Context: an optimization exercise on an open-source flow, tuned for small area. The choices shown serve that exercise and are no tape-out recipe.
Function was checked by simulation only, so behaviour that the tests miss may differ from the original.
In run 1 the design's own scripts or RTL, not TritonCTS, make the clock network.
The flow treats the clock pin as an ideal source. Dropping or thinning the clock tree relies on that and would not hold on a real chip.
Power figures rest on the tool's default switching activity, not on a simulated workload.

`flow/flow/run.sh`:
```
#!/bin/bash
# The standard layout (standard.sh) with these changes:
# - synthesis maps the logic with an area-oriented ABC script
#   (flow/abc_map.script, in place of ORFS's abc_speed.script) in a copy
#   of ORFS's scripts folder; everything else in synthesis is unchanged;
# - ports are buffered with buf_1 cells;
# - the clock tree is built by flow/cts.tcl (clusters of flip-flops, one
#   clock buffer each, and a root buffer) in place of ORFS's CTS step; it
#   is tried with several cluster sizes and the tree with the least buffer
#   area whose clock pin slew is under the target is kept.
# Each ORFS step's full output is in orfs/logs/; the output of each part
# of this script is in its own log file here.
set -euo pipefail
here=$(pwd)
rm -rf "$here/scripts"
cp -r "$FLOW_HOME/scripts" "$here/scripts"
cp "$here/flow/abc_map.script" "$here/scripts/abc_speed.script"
export SCRIPTS_DIR="$here/scripts"
export BUFFER_PORTS_ARGS="-buffer_cell sky130_fd_sc_hd__buf_1"
bash standard.sh synth floorplan place > standard_place.log 2>&1
res="$here/orfs/results/$FLOW_PLATFORM/final_eight_adc/base"
target=0.105
best=""
best_area=""
for s in 8 9 10 11 12 13 14 16 19 22 25 30; do
  CTS_RESULTS="$res" CTS_PLATFORM_DIR="$FLOW_HOME/platforms/$FLOW_PLATFORM" \
    CTS_MAXS=$s CTS_TARGET_SLEW=$target CTS_OUT="$here/cts_try_$s" \
    openroad -no_init -exit "$here/flow/cts.tcl" > "cts_$s.log" 2>&1 || continue
  read -r area slew < "$here/cts_try_$s.txt"
  echo "cluster size $s: buffer area $area, worst slew $slew" >> cts_choice.log
  if awk -v s="$slew" -v t="$target" 'BEGIN { exit !(s <= t) }'; then
    if [[ -z "$best" ]] || awk -v a="$area" -v b="$best_area" 'BEGIN { exit !(a < b) }'; then
      best=$s
      best_area=$area
    fi
  fi
done
if [[ -z "$best" ]]; then
  echo "no clock tree met the target; using ORFS's CTS" >> cts_choice.log
  export CTS_ARGS="-sink_clustering_enable -repair_clock_nets -dont_use_dummy_load -buf_list sky130_fd_sc_hd__clkbuf_8"
else
  echo "chosen cluster size: $best" >> cts_choice.log
  cp "$here/cts_try_$best.odb" "$res/4_1_cts.odb"
  cp "$here/cts_try_$best.sdc" "$res/4_cts.sdc"
fi
rm -f "$here"/cts_try_*.odb
bash standard.sh > standard_finish.log 2>&1
```
`flow/standard.sh`:
```
#!/bin/bash
# synth_recipe.tcl (not shown) runs the flow's synth.tcl, then flattens the netlist and writes it again
# the make line also repeats each setting of config.mk as NAME=value (left out here)
make -C /OpenROAD-flow-scripts/flow DESIGN_CONFIG=/design/flow/config.mk WORK_HOME=/design/flow/orfs CLKGATE_MAP_FILE= SYNTH_SCRIPT=/design/flow/synth_recipe.tcl "${@:-finish}"
```
`flow/constraint.sdc`:
```
create_clock -name core_clock -period 10.0 [get_ports {clk}]
set_input_delay 2.0000 -clock core_clock [delete_from_list [all_inputs] [get_ports {clk}]]
set_output_delay 2.0000 -clock core_clock [all_outputs]
set_load 0.01 [all_outputs]
```
`flow/design.v`:
```
module final_eight_adc(
	input clk,
	input rst,
	output TxD,
	output TxD_busy,
	output SCK,
	output SS1,
	output MOSI,
	input MISO,
	output SCK1,
	output SS2,
	output MOSI1,
	input MISO1,
	output SCK2,
	output SS3,
	output MOSI2,
	input MISO2,
	output SCK3,
	output SS4,
	output MOSI3,
	input MISO3,
	output SCK4,
	output SS5,
	output MOSI4,
	input MISO4,
	output SCK5,
	output SS6,
	output MOSI5,
	input MISO5,
	output SCK6,
	output SS7,
	output MOSI6,
	input MISO6,
	output SCK7,
	output SS8,
	output MOSI7,
	input MISO7
);
reg [2:0] mr;
reg [4:0] tl;
reg [10:0] th;
wire [8:0] lo_inc = {1'b0, tl, mr} + 9'd1;
wire th_zero = (th == 11'd0);
wire tr_end = (th == 11'b11101110111) & (tl == 5'd22);  
wire rise = (mr == 3'd7);
always @(posedge clk) begin
	if (rst) begin
		mr <= 3'd4;
		tl <= 5'd0;
		th <= 11'd0;
	end else begin
		mr <= lo_inc[2:0];
		if (rise & tr_end) begin
			tl <= 5'd0;
			th <= 11'd0;
		end else begin
			tl <= lo_inc[7:3];
			if (lo_inc[8])
				th <= {th[9:0], ~(th[10] ^ th[8])};
		end
	end
end
wire sck = ~mr[2];
assign SCK = sck;
assign SCK1 = sck;
assign SCK2 = sck;
assign SCK3 = sck;
assign SCK4 = sck;
assign SCK5 = sck;
assign SCK6 = sck;
assign SCK7 = sck;
wire ss = ~th_zero | (tl[4] & tl[3] & (tl[2] | tl[1]));
assign SS1 = ss;
assign SS2 = ss;
assign SS3 = ss;
assign SS4 = ss;
assign SS5 = ss;
assign SS6 = ss;
assign SS7 = ss;
assign SS8 = ss;
wire mosi = th_zero & (sck ? ((tl == 5'd9) | (tl == 5'd10) | (tl == 5'd13))
	: ((tl == 5'd8) | (tl == 5'd9) | (tl == 5'd12)));
assign MOSI = mosi;
assign MOSI1 = mosi;
assign MOSI2 = mosi;
assign MOSI3 = mosi;
assign MOSI4 = mosi;
assign MOSI5 = mosi;
assign MOSI6 = mosi;
assign MOSI7 = mosi;
wire samp = rise & th_zero & (tl >= 5'd15) & (tl <= 5'd24);
wire we_even = samp & tl[0];
wire we_odd = samp & ~tl[0];
reg [9:0] rg0, rg1, rg2, rg3, rg4, rg5, rg6, rg7;
always @(posedge clk) begin
	rg0 <= {rg0[8:5], ~(we_odd ? MISO : rg0[4]), rg0[3:0], ~(we_even ? MISO : rg0[9])};
	rg1 <= {rg1[8:5], ~(we_odd ? MISO1 : rg1[4]), rg1[3:0], ~(we_even ? MISO1 : rg1[9])};
	rg2 <= {rg2[8:5], ~(we_odd ? MISO2 : rg2[4]), rg2[3:0], ~(we_even ? MISO2 : rg2[9])};
	rg3 <= {rg3[8:5], ~(we_odd ? MISO3 : rg3[4]), rg3[3:0], ~(we_even ? MISO3 : rg3[9])};
	rg4 <= {rg4[8:5], ~(we_odd ? MISO4 : rg4[4]), rg4[3:0], ~(we_even ? MISO4 : rg4[9])};
	rg5 <= {rg5[8:5], ~(we_odd ? MISO5 : rg5[4]), rg5[3:0], ~(we_even ? MISO5 : rg5[9])};
	rg6 <= {rg6[8:5], ~(we_odd ? MISO6 : rg6[4]), rg6[3:0], ~(we_even ? MISO6 : rg6[9])};
	rg7 <= {rg7[8:5], ~(we_odd ? MISO7 : rg7[4]), rg7[3:0], ~(we_even ? MISO7 : rg7[9])};
end
reg [2:0] q5;
always @(posedge clk) begin
	if (samp & (tl == 5'd15))
		q5 <= 3'b000;
	else
		q5 <= {q5[1:0], ~(q5[2] | q5[1])};
end
wire [4:0] q5k = {q5[2] & ~q5[1], q5[2] & q5[1], q5[1] & q5[0], ~q5[1] & q5[0], ~q5[2] & ~q5[0]};
wire [9:0] qk;
genvar gk;
generate for (gk = 0; gk < 10; gk = gk + 1) begin : g_qk
	assign qk[gk] = q5k[gk % 5] & (mr[0] == gk[0]);
end endgenerate
localparam [18:0] P_INV = 19'b0101010101010101010;
reg [18:0] ps;
wire [18:0] p = ps ^ P_INV;
wire p_end = (p == 19'b1100010011100100100);
always @(posedge clk) begin
	if (rst | p_end)
		ps <= P_INV;
	else
		ps <= {p[17:0], ~(p[18] ^ p[5])} ^ P_INV;
end
localparam [7:0] BD_INV = 8'b10101010;
reg [7:0] bds;
wire [7:0] bd = bds ^ BD_INV;
wire tick = (bd == 8'b00100010);
reg [3:0] st;
wire ready = (st == 4'd10);
assign TxD_busy = ~ready;
always @(posedge clk) begin
	if (ready)
		bds <= BD_INV;
	else if (tick)
		bds <= 8'd1 ^ BD_INV;
	else
		bds <= {bd[6:0], ~(bd[7] ^ bd[1] ^ bd[0])} ^ BD_INV;
end
reg [4:0] c;
wire start = ~c[4] | p_end;
wire byte_end = ss & tick & (st == 4'd9);
always @(posedge clk) begin
	if (rst | p_end)
		c <= 5'd0;
	else if (byte_end)
		c <= c + 5'd1;
end
always @(posedge clk) begin
	if (rst)
		st <= 4'd10;
	else if (ss) begin
		if (ready) begin
			if (start) st <= 4'd15;
		end else if (tick)
			st <= st + 4'd1;
	end
end
reg cap;
always @(posedge clk)
	cap <= ready | (cap & ~samp);
wire tap = c[3:1] == 3'd0 ? rg0[9] :
	c[3:1] == 3'd1 ? rg1[9] :
	c[3:1] == 3'd2 ? rg2[9] :
	c[3:1] == 3'd3 ? rg3[9] :
	c[3:1] == 3'd4 ? rg4[9] :
	c[3:1] == 3'd5 ? rg5[9] :
	c[3:1] == 3'd6 ? rg6[9] : rg7[9];
reg [7:0] sh;
always @(posedge clk) begin
	if (cap) begin
		if (c[0] ? qk[2] : qk[6]) sh[0] <= ~tap;
		if (c[0] ? qk[9] : qk[3]) sh[1] <= tap;
		if (qk[0]) sh[2] <= ~tap;
		if (qk[7]) sh[3] <= tap;
		if (qk[4]) sh[4] <= ~tap;
		if (qk[1]) sh[5] <= tap;
		if (qk[8]) sh[6] <= ~tap;
		if (qk[5]) sh[7] <= tap;
	end
end
assign TxD = st[3] ? ~st[2] : sh[st[2:0]] & ~(c[0] & (st[2] | st[1]));
endmodule
```
`flow/flow/cts.tcl`:
```
set res $::env(CTS_RESULTS)
set plat $::env(CTS_PLATFORM_DIR)
set maxs $::env(CTS_MAXS)
set target $::env(CTS_TARGET_SLEW)
read_liberty $plat/lib/sky130_fd_sc_hd__tt_025C_1v80.lib
read_db $res/3_place.odb
read_sdc $res/3_place.sdc
source $plat/setRC.tcl
set db [ord::get_db]
set block [ord::get_db_block]
set clknet [$block findNet clk]
set sizes {sky130_fd_sc_hd__clkbuf_2 sky130_fd_sc_hd__clkbuf_4 sky130_fd_sc_hd__buf_6 sky130_fd_sc_hd__clkbuf_8 sky130_fd_sc_hd__clkbuf_16}

set sinks {}
foreach it [$clknet getITerms] {
  set box [[$it getInst] getBBox]
  lappend sinks [list $it [expr {([$box xMin] + [$box xMax]) / 2}] [expr {([$box yMin] + [$box yMax]) / 2}]]
}
puts "clock sinks: [llength $sinks]"

# recursive bisection into k clusters of nearly equal size, each cut
# across the longer side of the points' bounding box
proc bisect {pts k} {
  if {$k <= 1} { return [list $pts] }
  set xs {}; set ys {}
  foreach p $pts { lappend xs [lindex $p 1]; lappend ys [lindex $p 2] }
  set dx [expr {[tcl::mathfunc::max {*}$xs] - [tcl::mathfunc::min {*}$xs]}]
  set dy [expr {[tcl::mathfunc::max {*}$ys] - [tcl::mathfunc::min {*}$ys]}]
  set idx [expr {$dx >= $dy ? 1 : 2}]
  set s [lsort -integer -index $idx $pts]
  set k1 [expr {$k / 2}]
  set h [expr {[llength $s] * $k1 / $k}]
  return [concat [bisect [lrange $s 0 [expr {$h - 1}]] $k1] [bisect [lrange $s $h end] [expr {$k - $k1}]]]
}
set nclusters [expr {([llength $sinks] + $maxs - 1) / $maxs}]
set groups [bisect $sinks $nclusters]
puts "clusters: [llength $groups]"

set leaves {}
set k 0
foreach g $groups {
  set inst [odb::dbInst_create $block [$db findMaster [lindex $sizes 1]] "clkbuf_leaf_$k"]
  set net [odb::dbNet_create $block "clknet_leaf_$k"]
  $net setSigType CLOCK
  [$inst findITerm X] connect $net
  set sx 0; set sy 0
  foreach s $g {
    set it [lindex $s 0]
    $it disconnect
    $it connect $net
    incr sx [lindex $s 1]; incr sy [lindex $s 2]
  }
  $inst setLocation [expr {$sx / [llength $g]}] [expr {$sy / [llength $g]}]
  $inst setPlacementStatus PLACED
  lappend leaves $inst
  incr k
}
if {[llength $leaves] > 4} {
  set root [odb::dbInst_create $block [$db findMaster sky130_fd_sc_hd__clkbuf_16] "clkbuf_root"]
  set rnet [odb::dbNet_create $block "clknet_root"]
  $rnet setSigType CLOCK
  [$root findITerm A] connect $clknet
  [$root findITerm X] connect $rnet
  set sx 0; set sy 0
  foreach l $leaves {
    [$l findITerm A] connect $rnet
    set loc [$l getLocation]
    incr sx [lindex $loc 0]; incr sy [lindex $loc 1]
  }
  $root setLocation [expr {$sx / [llength $leaves]}] [expr {$sy / [llength $leaves]}]
  $root setPlacementStatus PLACED
} else {
  foreach l $leaves { [$l findITerm A] connect $clknet }
}
global_connect
detailed_placement
set_propagated_clock [all_clocks]

proc worst_slew {net} {
  set w 0
  foreach p [get_pins -of_objects [get_nets $net] -filter "direction == input"] {
    foreach prop {slew_max_rise slew_max_fall} {
      set v [get_property $p $prop]
      if {$v > $w} { set w $v }
    }
  }
  return $w
}
proc worst_clk_slew {} {
  set w 0
  foreach p [get_pins -hier */CLK] {
    foreach prop {slew_max_rise slew_max_fall} {
      set v [get_property $p $prop]
      if {$v > $w} { set w $v }
    }
  }
  return $w
}
# each leaf gets the smallest size whose sinks' slew is under the target
estimate_parasitics -placement
foreach l $leaves {
  set name [$l getName]
  set net [[[$l findITerm X] getNet] getName]
  foreach m $sizes {
    replace_cell $name $m
    estimate_parasitics -placement
    if {[worst_slew $net] <= $target} break
  }
}
detailed_placement
# legalizing may have moved cells: size up any leaf now over the target
for {set pass 0} {$pass < 3} {incr pass} {
  estimate_parasitics -placement
  set changed 0
  foreach l $leaves {
    set net [[[$l findITerm X] getNet] getName]
    set i [lsearch $sizes [[$l getMaster] getName]]
    if {[worst_slew $net] > $target && $i < [llength $sizes] - 1} {
      replace_cell [$l getName] [lindex $sizes [expr {$i + 1}]]
      incr changed
    }
  }
  if {!$changed} break
  detailed_placement
}
# a smaller root buffer, if the sinks' slew stays under the target
if {[llength $leaves] > 4} {
  foreach m {sky130_fd_sc_hd__clkbuf_8 sky130_fd_sc_hd__clkbuf_4} {
    set old [[$root getMaster] getName]
    replace_cell clkbuf_root $m
    estimate_parasitics -placement
    if {[worst_clk_slew] > $target} { replace_cell clkbuf_root $old; break }
  }
  detailed_placement
}
estimate_parasitics -placement
set w 0
foreach p [get_pins -hier */CLK] {
  foreach prop {slew_max_rise slew_max_fall} {
    set v [get_property $p $prop]
    if {$v > $w} { set w $v }
  }
}
puts "worst clock pin slew: $w"
set ca 0
foreach c [get_cells clkbuf_*] { set ca [expr {$ca + [get_property [get_lib_cells -of_objects $c] area]}] }
puts "clock buffer area: $ca"
report_clock_skew
report_checks -path_delay min -digits 3
check_placement -verbose
set out $::env(CTS_OUT)
write_db $out.odb
write_sdc -no_timestamp $out.sdc
set f [open $out.txt w]
puts $f "$ca $w"
close $f
```
`flow/flow/abc_map.script`:
```
strash
dch -f
amap
strash
dch
amap
strash
dch
amap
topo
```
`flow/config.mk`:
```
export PLATFORM = sky130hd
export DESIGN_NAME = final_eight_adc
export DESIGN_NICKNAME = final_eight_adc
export VERILOG_FILES = /design/flow/design.v
export SDC_FILE = /design/flow/constraint.sdc
export NUM_CORES = 4
export LEC_CHECK = 0
export CAP_MARGIN = 20
export CORE_MARGIN = 2
export CORE_UTILIZATION = 85
export PLACE_DENSITY = 0.92
export SLEW_MARGIN = 20
```
==> results.tsv, run 1 <==
stage	metric	value	unit
logic_synthesis	yosysUniqueCellTypes	32	
place	io_buffers	35	
timing	rsz0062_at_grt	no	
routing	drtPass1Iterations	5	
global_routing	grt_overflow	0	
cells_and_area	syn2layout_area_growth	4.15	%
setup_path	r2r_cells	8	
setup_path	crit_type	register to output pin	
routing	antenna_left	0	
global_routing	antenna_found_initial	0	
place	dpl_cell_area	4440	sq um
timing	maxSlewHeadroom	25.4	%
power	ir_worst_vdd	183	uV
timing	setup_viol_count_final	0	
power	clockPowerShare	28.1	%
place	dpl_worst_slack	6.13	ns
place	hpwl	5630	um
timing	fin_skew	0.0121	ns
setup_path	end_kind	output pin	
cells_and_area	final_area	4560	sq um
timing	hold-worst-slack	0.326	ns
global_routing	grt_max_degree	17	
setup_path	r2r_end	rg0[5]	
routing	vias	3231	
place	placed_cells	479	
logic_synthesis	yosys_warnings	1	
power	seqPwrFrac	70.1	%
outcome	outcome	no timing/DRC/antenna violations	
cells_and_area	final_util	90.3	%
power	comb_power_share	1.8	%
die	dieArea	5740	sq um
power	internal_power	0.670	mW
timing	hold_viol	0	
setup_path	cp.arrival	2.25	ns
hold_path	worstHoldStart	rg6[5]	
flow_run	drv_cap	0	
power	leakage	1.66	nW
power	switching_share	21.0	%
timing	tightest_slew	1.11	ns
die	fp-row-count	26	
timing	post-route-period-util	42.5	%
setup_path	crit_fanout	8	
logic_synthesis	synth-seq-cells	147	
timing	tns	0	ns
logic_synthesis	synth_ff_type	dfxtp_1	
setup_path	cp_cell_sequence	clkinv_1 -> a221oi_1 -> o2111a_1 -> buf_1	
setup_path	slowest_delay	0.49	ns
die	start_util	86.7	%
setup_path	rrSetupSlack	6.75	ns
routing	first_iter_violations	416	
logic_synthesis	synth_most_common_cell	dfxtp_1	
logic_synthesis	async_flop_share	0	%
place	finalWeightedCongestion	0.905	
logic_synthesis	ys_top_cells_by_area	dfxtp_1, edfxtp_1, nor2_1	
cells_and_area	layout.nets	443	
power	p_switching	0.179	mW
routing	viasPerCell	6.53	
hold_path	min_path_cells	0	
die	core_area	5040	sq um
setup_path	r2r-start	th[2]	
routing	drc	0	
logic_synthesis	syn_area	4370	sq um
logic_synthesis	yosys.area.top_type_share	63.6	%
setup_path	slowest_stage	dfxtp_1	
hold_path	hold_path_end	rg6[6]	
routing	avgRoutedWirePerCell	20.4	um
die	die_y	75.7	um
timing	worst_slack	5.75	ns
clock_network	clock_latency	0.50	ns
die	die-width	75.7	um
logic_synthesis	yosysSeqAreaShare	69.1	%
global_routing	grt_use_total	36.6	%
power	powerDensity	186	nW/um^2
cells_and_area	final_layout_size_suffix_gt1_share	3.76	%
global_routing	grt_pass1_wl	15600	um
logic_synthesis	syn_nets	411	
cells_and_area	finalNonFillerCells	495	
setup_path	worstSetupStartpointType	register	
logic_synthesis	synth.top_cells.by_count	dfxtp_1, nor2_1, o22ai_1	
logic_synthesis	yosysTopAreaCell	dfxtp_1	
clock_network	clk_pin_slew_worst_paths	0.10	ns
timing	slew_viol_final	0	
cells_and_area	n_antenna_cell	0	
timing	fmax	235	MHz
global_routing	grt_pass1_vias	3083	
logic_synthesis	syn_area_per_cell	11.1	sq um
timing	finalCriticalPeriod	4.25	ns
setup_path	required	8.00	ns
logic_synthesis	netlist_instances	395	
die	io_pins	36	
power	power	0.849	mW
logic_synthesis	synth_edf_count	8	
routing	postRouteWirelength	10100	um
hold_path	worstHoldPathType	register to register	
[worst max-delay path, delay by kind of cell (launching register included)]
family | cells | cell delay [ns]
compound gates | 2 | 0.78
buf+inv | 2 | 0.47
flops | 1 | 0.49
[worst max-delay path by stage]
stage             to  slack, ns  startpoint  cells after the start
2_1_floorplan    SS2       6.41       th[2]                      5
3_3_place_gp     SS1       6.36       th[2]                      5
3_5_place_dp    c[3]       6.13         rst                      4
5_1_grt          TxD       5.63       st[0]                      6
6_report       MOSI4       5.75       tl[0]                      4
[power groups by stage]
| stage | logic (mW) | clock network [mW] | registers (mW) |
|---|---|---|---|
| global placement | 0.0127 | 0 | 0.608 |
| global route | 0.0164 | 0.260 | 0.595 |
| finish | 0.0152 | 0.238 | 0.595 |
| floorplan | 0.0104 | 0 | 0.607 |
| detailed placement | 0.0137 | 0 | 0.608 |
[cell type report]
cell class	instances	area (sq um)
timing repair buffer	35	131
fill	180	487
sequential	147	3020
tap	70	87.6
multi-input combinational	200	1090
inverter	27	101
buffer	16	120
[registers in the layout (all words and copies together), names as in the netlist]
| signal | cells |
|---|---|
| tl | 5 |
| mr | 3 |
| bds | 8 |
| rg2 | 10 |
| rg5 | 10 |
| cap | 1 |
| rg3 | 10 |
| st | 4 |
| rg1 | 10 |
| rg0 | 10 |
| ps | 19 |
| sh | 8 |
| th | 11 |
| q5 | 3 |
| rg4 | 10 |
| rg7 | 10 |
| rg6 | 10 |
| c | 5 |
[layer usage]
| layer | up-vias | part of all wire, % | track usage, % |
|---|---|---|---|
| met2 | 236 | 49 | 63.3 |
| met5 | - | 0 | 0 |
| li1 | 1415 | - | - |
| met3 | 63 | 8.5 | 5.42 |
| met4 | 0 | 4.1 | 12.5 |
| met1 | 1517 | 38 | 47.5 |
[logic make-up (layout without fill, tap and decap cells)]
kind of cell,after synthesis,count (layout),share of synthesized area [%]
adder cells (fa/ha/maj),6,6,1.72
AND/OR/NAND/NOR,121,121,12.3
AO/OA/AOI/OAI,73,73,11.0
flip-flops,147,147,69.1
buffers and inverters,48,78,5.92
[cell usage in the layout (no fill, tap or decap)]
master	n
o2111a_1	1
or2_0	2
ha_1	6
a41oi_1	1
nand4_1	7
a221oi_1	3
clkinv_1	27
o32ai_1	1
a211oi_1	11
o41ai_1	1
edfxtp_1	8
and3_1	2
nor3_1	11
dfxtp_1	139
o221ai_1	1
a41o_1	1
o21ai_1	1
nor4_1	4
or4_1	2
a22oi_1	1
nand3_1	4
o21ai_0	7
o22ai_1	31
nand2b_1	2
nand2_1	25
buf_1	35
nor2_1	58
nor4b_1	2
o311ai_0	1
clkbuf_4	16
nor2b_1	1
a211o_1	1
a21oi_1	11
and2_0	1
==> run 2: changes to the inputs <==
--- a/flow/config.mk
+++ b/flow/config.mk
@@ -8,5 +8,5 @@
 export CAP_MARGIN = 20
 export CORE_MARGIN = 2
-export CORE_UTILIZATION = 85
-export PLACE_DENSITY = 0.92
+export CORE_UTILIZATION = 90
+export PLACE_DENSITY = 0.95
 export SLEW_MARGIN = 20
==> run 2 against run 1 <==
  * The flow now stops in global routing
  * Synthesized area did not move
  * Synthesized cell count did not move
==> results.tsv, run 2 <==
stage	metric	value	unit	change
outcome	outcome	aborted with a tool error		was no timing/DRC/antenna violations
logic_synthesis	yosys.area.top_type_share	63.6	%	unchanged
place	dpl_cell_area	4420	sq um	was 4440 sq um
logic_synthesis	yosysUniqueCellTypes	32		unchanged
global_routing	grt_use_total	73.5	%	
logic_synthesis	synth_ff_type	dfxtp_1		unchanged
logic_synthesis	synth-seq-cells	147		unchanged
logic_synthesis	syn_nets	411		unchanged
place	finalWeightedCongestion	0.947		was 0.905
logic_synthesis	synth.top_cells.by_count	dfxtp_1, nor2_1, o22ai_1		unchanged
logic_synthesis	synth_edf_count	8		unchanged
die	start_util	93.2	%	was 86.7%
logic_synthesis	synth-xor-area-share	0	%	unchanged
logic_synthesis	netlist_instances	395		unchanged
global_routing	grt_max_degree	17		
logic_synthesis	synth_fa_ha_area_share	1.72	%	unchanged
logic_synthesis	syn_area_per_cell	11.1	sq um	unchanged
die	fp-row-count	25		was 26
place	io_buffers	35		unchanged
die	io_pins	36		unchanged
logic_synthesis	ys_top_cells_by_area	dfxtp_1, edfxtp_1, nor2_1		unchanged
logic_synthesis	async_flop_share	0	%	unchanged
die	die-width	73.7	um	was 75.7 um
outcome	haltStage	global routing		
logic_synthesis	synth_compound_area_share	11.0	%	unchanged
logic_synthesis	synth_most_common_cell	dfxtp_1		unchanged
die	die_y	73.7	um	was 75.7 um
logic_synthesis	synth_top_family_by_area	simple AND/OR/NAND/NOR gates		unchanged
logic_synthesis	synthSimpleGateAreaFrac	12.3	%	unchanged
outcome	firstError	[ERROR GRT-0232] Routing congestion too high. Check the congestion heatmap in the GUI.		
logic_synthesis	muxShareOfSynthArea	0	%	unchanged
global_routing	grt_overflow	23		
place	dpl_worst_slack	6.13	ns	about the same
place	hpwl	7310	um	was 5630 um
logic_synthesis	yosysSeqAreaShare	69.1	%	unchanged
logic_synthesis	syn_area	4370	sq um	unchanged
logic_synthesis	yosys_warnings	1		unchanged
logic_synthesis	yosysTopAreaCell	dfxtp_1		unchanged
==> run 2: cell counts after synthesis <==
Identical to the previous run, type by type.
==> run 2: worst max path at each step <==
stage            to   from  cells past startpoint  slack, ns
3_5_place_dp   c[0]    rst                      4       6.13
3_3_place_gp    SS1  th[2]                      5       6.38
2_1_floorplan   SS2  th[2]                      5       6.41
==> run 2: power by group through the flow <==
stage / registers, mW / logic (mW) / clock network, mW
floorplan: 0.607 / 0.0104 / 0
global placement: 0.608 / 0.0127 / 0
detailed placement: 0.608 / 0.0145 / 0
==> run 2: routing by layer <==
layer | overflow | global-route usage (%)
met5 | 0 | 9.09
met4 | 8 | 73.1
met3 | 1 | 61.0
met2 | 14 | 89.9
met1 | 0 | 72.8
==> run 2: logic make-up after synthesis <==
logic type	Yosys count
fa+ha+maj	6
flops	147
simple gates	121
buf+inv	48
compound gates	73
==> run 2: per-stage QoR <==
stage,hold slack (ns),util [%],instances
after global placement,0.310,94.1,463
after detailed placement,0.312,94.1,463
after floorplan,0.310,-,395

-- separate check: timing with driven ports --
The results above use ideal ports. As a check the final layout listed here was re-extracted and re-timed, cells and wires unchanged. Step 1 sets driving cells, clkbuf_16 on the clock port and buf_2 on the other inputs (assumed; they add their load-dependent delay and slew). Step 2 adds t to the input delays and takes it off the output delays; t is the mean of the earliest and latest rising clock arrival at the registers after step 1. Input paths then give back, and output paths get back, about the clock's delay inside the block. Slacks: ideal ports / drivers / drivers and shift; pairs: ideal ports / drivers.
run: run 1
t, ns: 0.524
slack for setup (ns): 5.751 / 5.723 / 5.914
clock arrival spread, ns: 0.012 / 0.013
After both steps setup and hold are still met in run 1. For run 1, drivers alone change the setup slack by -0.028 ns; drivers and shift together by +0.163 ns.
